Context: an optimization exercise on an open-source flow, tuned for small area and a short achievable clock period. The choices shown serve that exercise and are no tape-out recipe.
Power and IR drop assume default switching activity.

==> ember <==
==> flow/design.v (excerpt) <==
module cordic_top (
    input  logic clk,
    input  logic signed[15:0] angle,
    output logic signed[15:0] sin, cos
);
Settings: LEC_CHECK=0, ABC_AREA=1, CAP_MARGIN=20, CORE_MARGIN=2, CORE_UTILIZATION=45, CTS_BUF_LIST=sky130_fd_sc_hd__clkbuf_8, SETUP_SLACK_MARGIN=1.3, SLEW_MARGIN=20; clock period 3.3 ns.
run.sh (not shown) runs the stock make flow with config.mk's settings and CLKGATE_MAP_FILE= SYNTH_SCRIPT=/design/flow/synth_recipe.tcl, a recipe that flattens the netlist after the stock synthesis.
==> willow: changes against ember <==
--- a/flow/design.v
+++ b/flow/design.v
@@ -1,21 +1,21 @@
 module CORDIC_pipelined (
     input clk,
     input logic signed[15:0] angle,
     output logic signed[15:0] sin, cos
 );
-logic s_in;
-assign s_in = angle[15] ^ (|angle[14:0]);
-logic [16:0] b_q;
+logic [15:0] t_in;
+assign t_in = angle - 16'd1;
+logic [14:0] u0_q;
 logic d0_q;
 logic [14:0] u1;
 logic [14:0] u1_q;
 logic [1:0] i1_q;    
-logic [16:0] v0;
-assign v0 = b_q - (d0_q ? 17'd12868 : 17'd12866);
+logic [15:0] v0;
+assign v0 = {1'b0, u0_q} - 16'd12867;
 logic [14:0] f1;
-assign f1 = v0[14:0] ^ {15{v0[16]}};
+assign f1 = v0[14:0] ^ {15{v0[15]}};
 assign u1 = f1;
 logic [6:0] lpos;
 logic [5:0] q0;
 logic [5:0] tg;
 cordic_htab htab_i (.d(u1_q[14:7]), .q({lpos, q0, tg}));
@@ -778,14 +778,14 @@
 assign rn32 = rn752 | rn748;
 assign rn29 = rn238 | rn219;
 assign rn34 = rn703 | rn688;
 assign rom_d = {rn40, rn40, rn39, rn38, rn37, rn36, rn35, rn34, rn33, rn32, rn31, rn30, rn29, rn28, rn27, rn26, rn25, rn24, rn23, rn22, rn21, rn20, rn19, rn18, rn17, rn16, rn15, rn14, rn13, rn12, rn11, rn10};
 always_ff @(posedge clk) begin
-    b_q <= s_in ? {1'b0, angle} : {~angle[15], ~angle};
-    d0_q <= s_in;
+    u0_q <= t_in[14:0] ^ {15{t_in[15]}};
+    d0_q <= ~t_in[15];
     u1_q <= u1;
-    i1_q <= {d0_q, v0[16]};
+    i1_q <= {d0_q, v0[15]};
     q0_q <= q0;
     tg_q <= tg;
     lo_q <= u1_q[6:0];
     lp_q <= lpos;
     iq_q <= i1_q;
==> zinc: changes against ember <==
--- a/flow/design.v
+++ b/flow/design.v
@@ -1,21 +1,21 @@
 module CORDIC_pipelined (
     input clk,
     input logic signed[15:0] angle,
     output logic signed[15:0] sin, cos
 );
-logic s_in;
-assign s_in = angle[15] ^ (|angle[14:0]);
-logic [16:0] b_q;
+logic [15:0] t_in;
+assign t_in = angle - 16'd1;
+logic [14:0] u0_q;
 logic d0_q;
 logic [14:0] u1;
 logic [14:0] u1_q;
 logic [1:0] i1_q;    
-logic [16:0] v0;
-assign v0 = b_q - (d0_q ? 17'd12868 : 17'd12866);
+logic [15:0] v0;
+assign v0 = {1'b0, u0_q} - 16'd12867;
 logic [14:0] f1;
-assign f1 = v0[14:0] ^ {15{v0[16]}};
+assign f1 = v0[14:0] ^ {15{v0[15]}};
 assign u1 = f1;
 logic [6:0] lpos;
 logic [5:0] q0;
 logic [5:0] tg;
 cordic_htab htab_i (.d(u1_q[14:7]), .q({lpos, q0, tg}));
@@ -778,14 +778,14 @@
 assign rn32 = rn752 | rn748;
 assign rn29 = rn238 | rn219;
 assign rn34 = rn703 | rn688;
 assign rom_d = {rn40, rn40, rn39, rn38, rn37, rn36, rn35, rn34, rn33, rn32, rn31, rn30, rn29, rn28, rn27, rn26, rn25, rn24, rn23, rn22, rn21, rn20, rn19, rn18, rn17, rn16, rn15, rn14, rn13, rn12, rn11, rn10};
 always_ff @(posedge clk) begin
-    b_q <= s_in ? {1'b0, angle} : {~angle[15], ~angle};
-    d0_q <= s_in;
+    u0_q <= t_in[14:0] ^ {15{t_in[15]}};
+    d0_q <= ~t_in[15];
     u1_q <= u1;
-    i1_q <= {d0_q, v0[16]};
+    i1_q <= {d0_q, v0[15]};
     q0_q <= q0;
     tg_q <= tg;
     lo_q <= u1_q[6:0];
     lp_q <= lpos;
     iq_q <= i1_q;
--- a/flow/config.mk
+++ b/flow/config.mk
@@ -7,8 +7,7 @@
 export LEC_CHECK = 0
 export ABC_AREA = 1
 export CAP_MARGIN = 20
 export CORE_MARGIN = 2
 export CORE_UTILIZATION = 45
-export CTS_BUF_LIST = sky130_fd_sc_hd__clkbuf_8
-export SETUP_SLACK_MARGIN = 1.3
+export SETUP_SLACK_MARGIN = 1.0
 export SLEW_MARGIN = 20
==> amber: changes against ember <==
--- a/flow/design.v
+++ b/flow/design.v
@@ -1,21 +1,21 @@
 module CORDIC_pipelined (
     input clk,
     input logic signed[15:0] angle,
     output logic signed[15:0] sin, cos
 );
-logic s_in;
-assign s_in = angle[15] ^ (|angle[14:0]);
-logic [16:0] b_q;
+logic [15:0] t_in;
+assign t_in = angle - 16'd1;
+logic [14:0] u0_q;
 logic d0_q;
 logic [14:0] u1;
 logic [14:0] u1_q;
 logic [1:0] i1_q;    
-logic [16:0] v0;
-assign v0 = b_q - (d0_q ? 17'd12868 : 17'd12866);
+logic [15:0] v0;
+assign v0 = {1'b0, u0_q} - 16'd12867;
 logic [14:0] f1;
-assign f1 = v0[14:0] ^ {15{v0[16]}};
+assign f1 = v0[14:0] ^ {15{v0[15]}};
 assign u1 = f1;
 logic [6:0] lpos;
 logic [5:0] q0;
 logic [5:0] tg;
 cordic_htab htab_i (.d(u1_q[14:7]), .q({lpos, q0, tg}));
@@ -778,14 +778,14 @@
 assign rn32 = rn752 | rn748;
 assign rn29 = rn238 | rn219;
 assign rn34 = rn703 | rn688;
 assign rom_d = {rn40, rn40, rn39, rn38, rn37, rn36, rn35, rn34, rn33, rn32, rn31, rn30, rn29, rn28, rn27, rn26, rn25, rn24, rn23, rn22, rn21, rn20, rn19, rn18, rn17, rn16, rn15, rn14, rn13, rn12, rn11, rn10};
 always_ff @(posedge clk) begin
-    b_q <= s_in ? {1'b0, angle} : {~angle[15], ~angle};
-    d0_q <= s_in;
+    u0_q <= t_in[14:0] ^ {15{t_in[15]}};
+    d0_q <= ~t_in[15];
     u1_q <= u1;
-    i1_q <= {d0_q, v0[16]};
+    i1_q <= {d0_q, v0[15]};
     q0_q <= q0;
     tg_q <= tg;
     lo_q <= u1_q[6:0];
     lp_q <= lpos;
     iq_q <= i1_q;
==> flow/flow/run.sh (new file) <==
#!/bin/bash
# The standard layout (standard.sh: the standard flow's synthesis and ORFS flow, unchanged), except:
# - the port buffers ORFS puts on every input and output are plain buffers
#   (sky130_fd_sc_hd__buf_1) instead of the delay buffer buffer_ports picks by default;
# - clock tree synthesis gets ORFS's usual arguments plus -dont_use_dummy_load, so it
#   adds no load-only inverters to the clock tree.
set -euo pipefail
export BUFFER_PORTS_ARGS="-buffer_cell sky130_fd_sc_hd__buf_1"
export CTS_ARGS="-sink_clustering_enable -repair_clock_nets -buf_list sky130_fd_sc_hd__clkbuf_8 -dont_use_dummy_load"
bash standard.sh > standard.log 2>&1
==> flow/standard.sh (new file) <==
#!/bin/bash
# synth_recipe.tcl (not shown) runs the flow's synth.tcl, then flattens the netlist and writes it again
# the make line also repeats each setting of config.mk as NAME=value (left out here)
make -C /OpenROAD-flow-scripts/flow DESIGN_CONFIG=/design/flow/config.mk WORK_HOME=/design/flow/orfs CLKGATE_MAP_FILE= SYNTH_SCRIPT=/design/flow/synth_recipe.tcl "${@:-finish}"
--- a/flow/config.mk
+++ b/flow/config.mk
@@ -8,7 +8,7 @@
 export ABC_AREA = 1
 export CAP_MARGIN = 20
 export CORE_MARGIN = 2
 export CORE_UTILIZATION = 45
 export CTS_BUF_LIST = sky130_fd_sc_hd__clkbuf_8
-export SETUP_SLACK_MARGIN = 1.3
+export SETUP_SLACK_MARGIN = 1.4
 export SLEW_MARGIN = 20
removed: flow/run.sh
==> notes <==
- Against willow, the setup slack of amber is higher by 0.093 ns.
- Sequential share of layout area, lowest first: willow, amber, ember, zinc.
- In die area, willow and zinc do not differ.
- Via count: zinc < ember < willow < amber.
- Cell count, lowest first: ember, zinc, amber, willow.
- Against amber, the sequential power of zinc is lower by about 3%.
- Hold slack, highest first: ember, willow, zinc, amber.
- Core utilization: willow is lower than ember (0.64 points).
- Against amber, the clock-buffer cell count of zinc is higher by 1.
==> figures <==
| quantity | amber | ember | zinc | willow |
|---|---|---|---|---|
| Number of cell rows | 47 | 46 | 47 | 47 |
| Fillcell total | 1582 | 1525 | 1586 | 1515 |
| Insertion delay of the later-clocked pin in the worst-skew pair | 0.47 ns | 0.47 ns | 0.44 ns | 0.46 ns |
| Vias after detailed routing | 7701 | 7432 | 7340 | 7580 |
| Die ar. | 17800 µm² | 17500 µm² | 17800 µm² | 17800 µm² |
| Status | finished clean | finished clean | finished clean | finished clean |
| Pin count of the biggest net entering global routing | 37 | 31 | 53 | 37 |
| Power dissipated in the clock network | 1.06 mW | 1.44 mW | 2.08 mW | 1.51 mW |
| Synthesized-area fraction occupied by xor and xnor cells | 0.0772 | 0.0716 | 0.0772 | 0.0772 |
| Post-layout instance count excluding filler cells | 1334 | 1302 | 1309 | 1348 |
| Unique masters post-synth | 50 | 51 | 50 | 50 |
| Routed length on met2 | 13.5 mm | 12.7 mm | 12.3 mm | 13.0 mm |
| Clock root buffer master | sky130_fd_sc_hd__clkbuf_8 | sky130_fd_sc_hd__clkbuf_8 | sky130_fd_sc_hd__clkbuf_16 | sky130_fd_sc_hd__clkbuf_8 |
| Number of standard cells after synthesis | 1014 | 978 | 1014 | 1014 |
| ClkCell Share | 0.0249 | 0.0421 | 0.0686 | 0.0437 |
| Tap cell count | 220 | 216 | 220 | 220 |
| Average routed wire per standard cell | 21.0 µm | 20.6 µm | 19.8 µm | 20.7 µm |
| Overall power consumption | 10.6 mW | 10.6 mW | 10.6 mW | 10.7 mW |
| Sequential cell area fraction in the yosys report | 0.417 | 0.431 | 0.417 | 0.417 |
| Worst reg2reg startpoint | dut_basic.rc_q[8]$_DFF_P_ | dut_basic.d0_q$_DFF_P_ | dut_basic.rc_q[3]$_DFF_P_ | dut_basic.rc_q[4]$_DFF_P_ |
No run of this note included a check of the RTL's function; only the layout flow was run.

==> separate check: timing with driven ports <==
Ports are ideal in the flow. The routed layouts listed here were re-timed in OpenROAD. Step 1 (the two cells are an assumption about what drives the block):
set clk [get_ports {clk}]
set_driving_cell -lib_cell sky130_fd_sc_hd__clkbuf_16 $clk
set_driving_cell -lib_cell sky130_fd_sc_hd__buf_2 [delete_from_list [all_inputs] $clk]
Step 2 moves the port delays by t, midway between the first and last clock arrival at a register: inputs arrive t later, outputs are due t later. That takes back most of the time a late clock gives input paths. Three values: no drivers, after step 1, after step 2; two values: the first two.
run | t (ns) | setup slack, ns | hold WS [ns] | worst setup path at the end | worst register clock-pin slew, ns
ember | 0.496 | 1.204 / 1.204 / 0.930 | 0.329 / 0.329 / 0.329 | input to register | 0.11 / 0.11
willow | 0.492 | 1.252 / 1.252 / 0.877 | 0.326 / 0.326 / 0.326 | input to register | 0.11 / 0.11
zinc | 0.474 | 1.061 / 1.061 / 0.670 | 0.326 / 0.326 / 0.326 | input to register | 0.07 / 0.07
amber | 0.490 | 1.344 / 1.344 / 0.887 | 0.315 / 0.315 / 0.315 | input to register | 0.10 / 0.10
After both steps every run listed still meets setup and hold. For amber, which loses most, drivers alone change the setup slack by 0.000 ns; drivers and shift together by -0.457 ns.
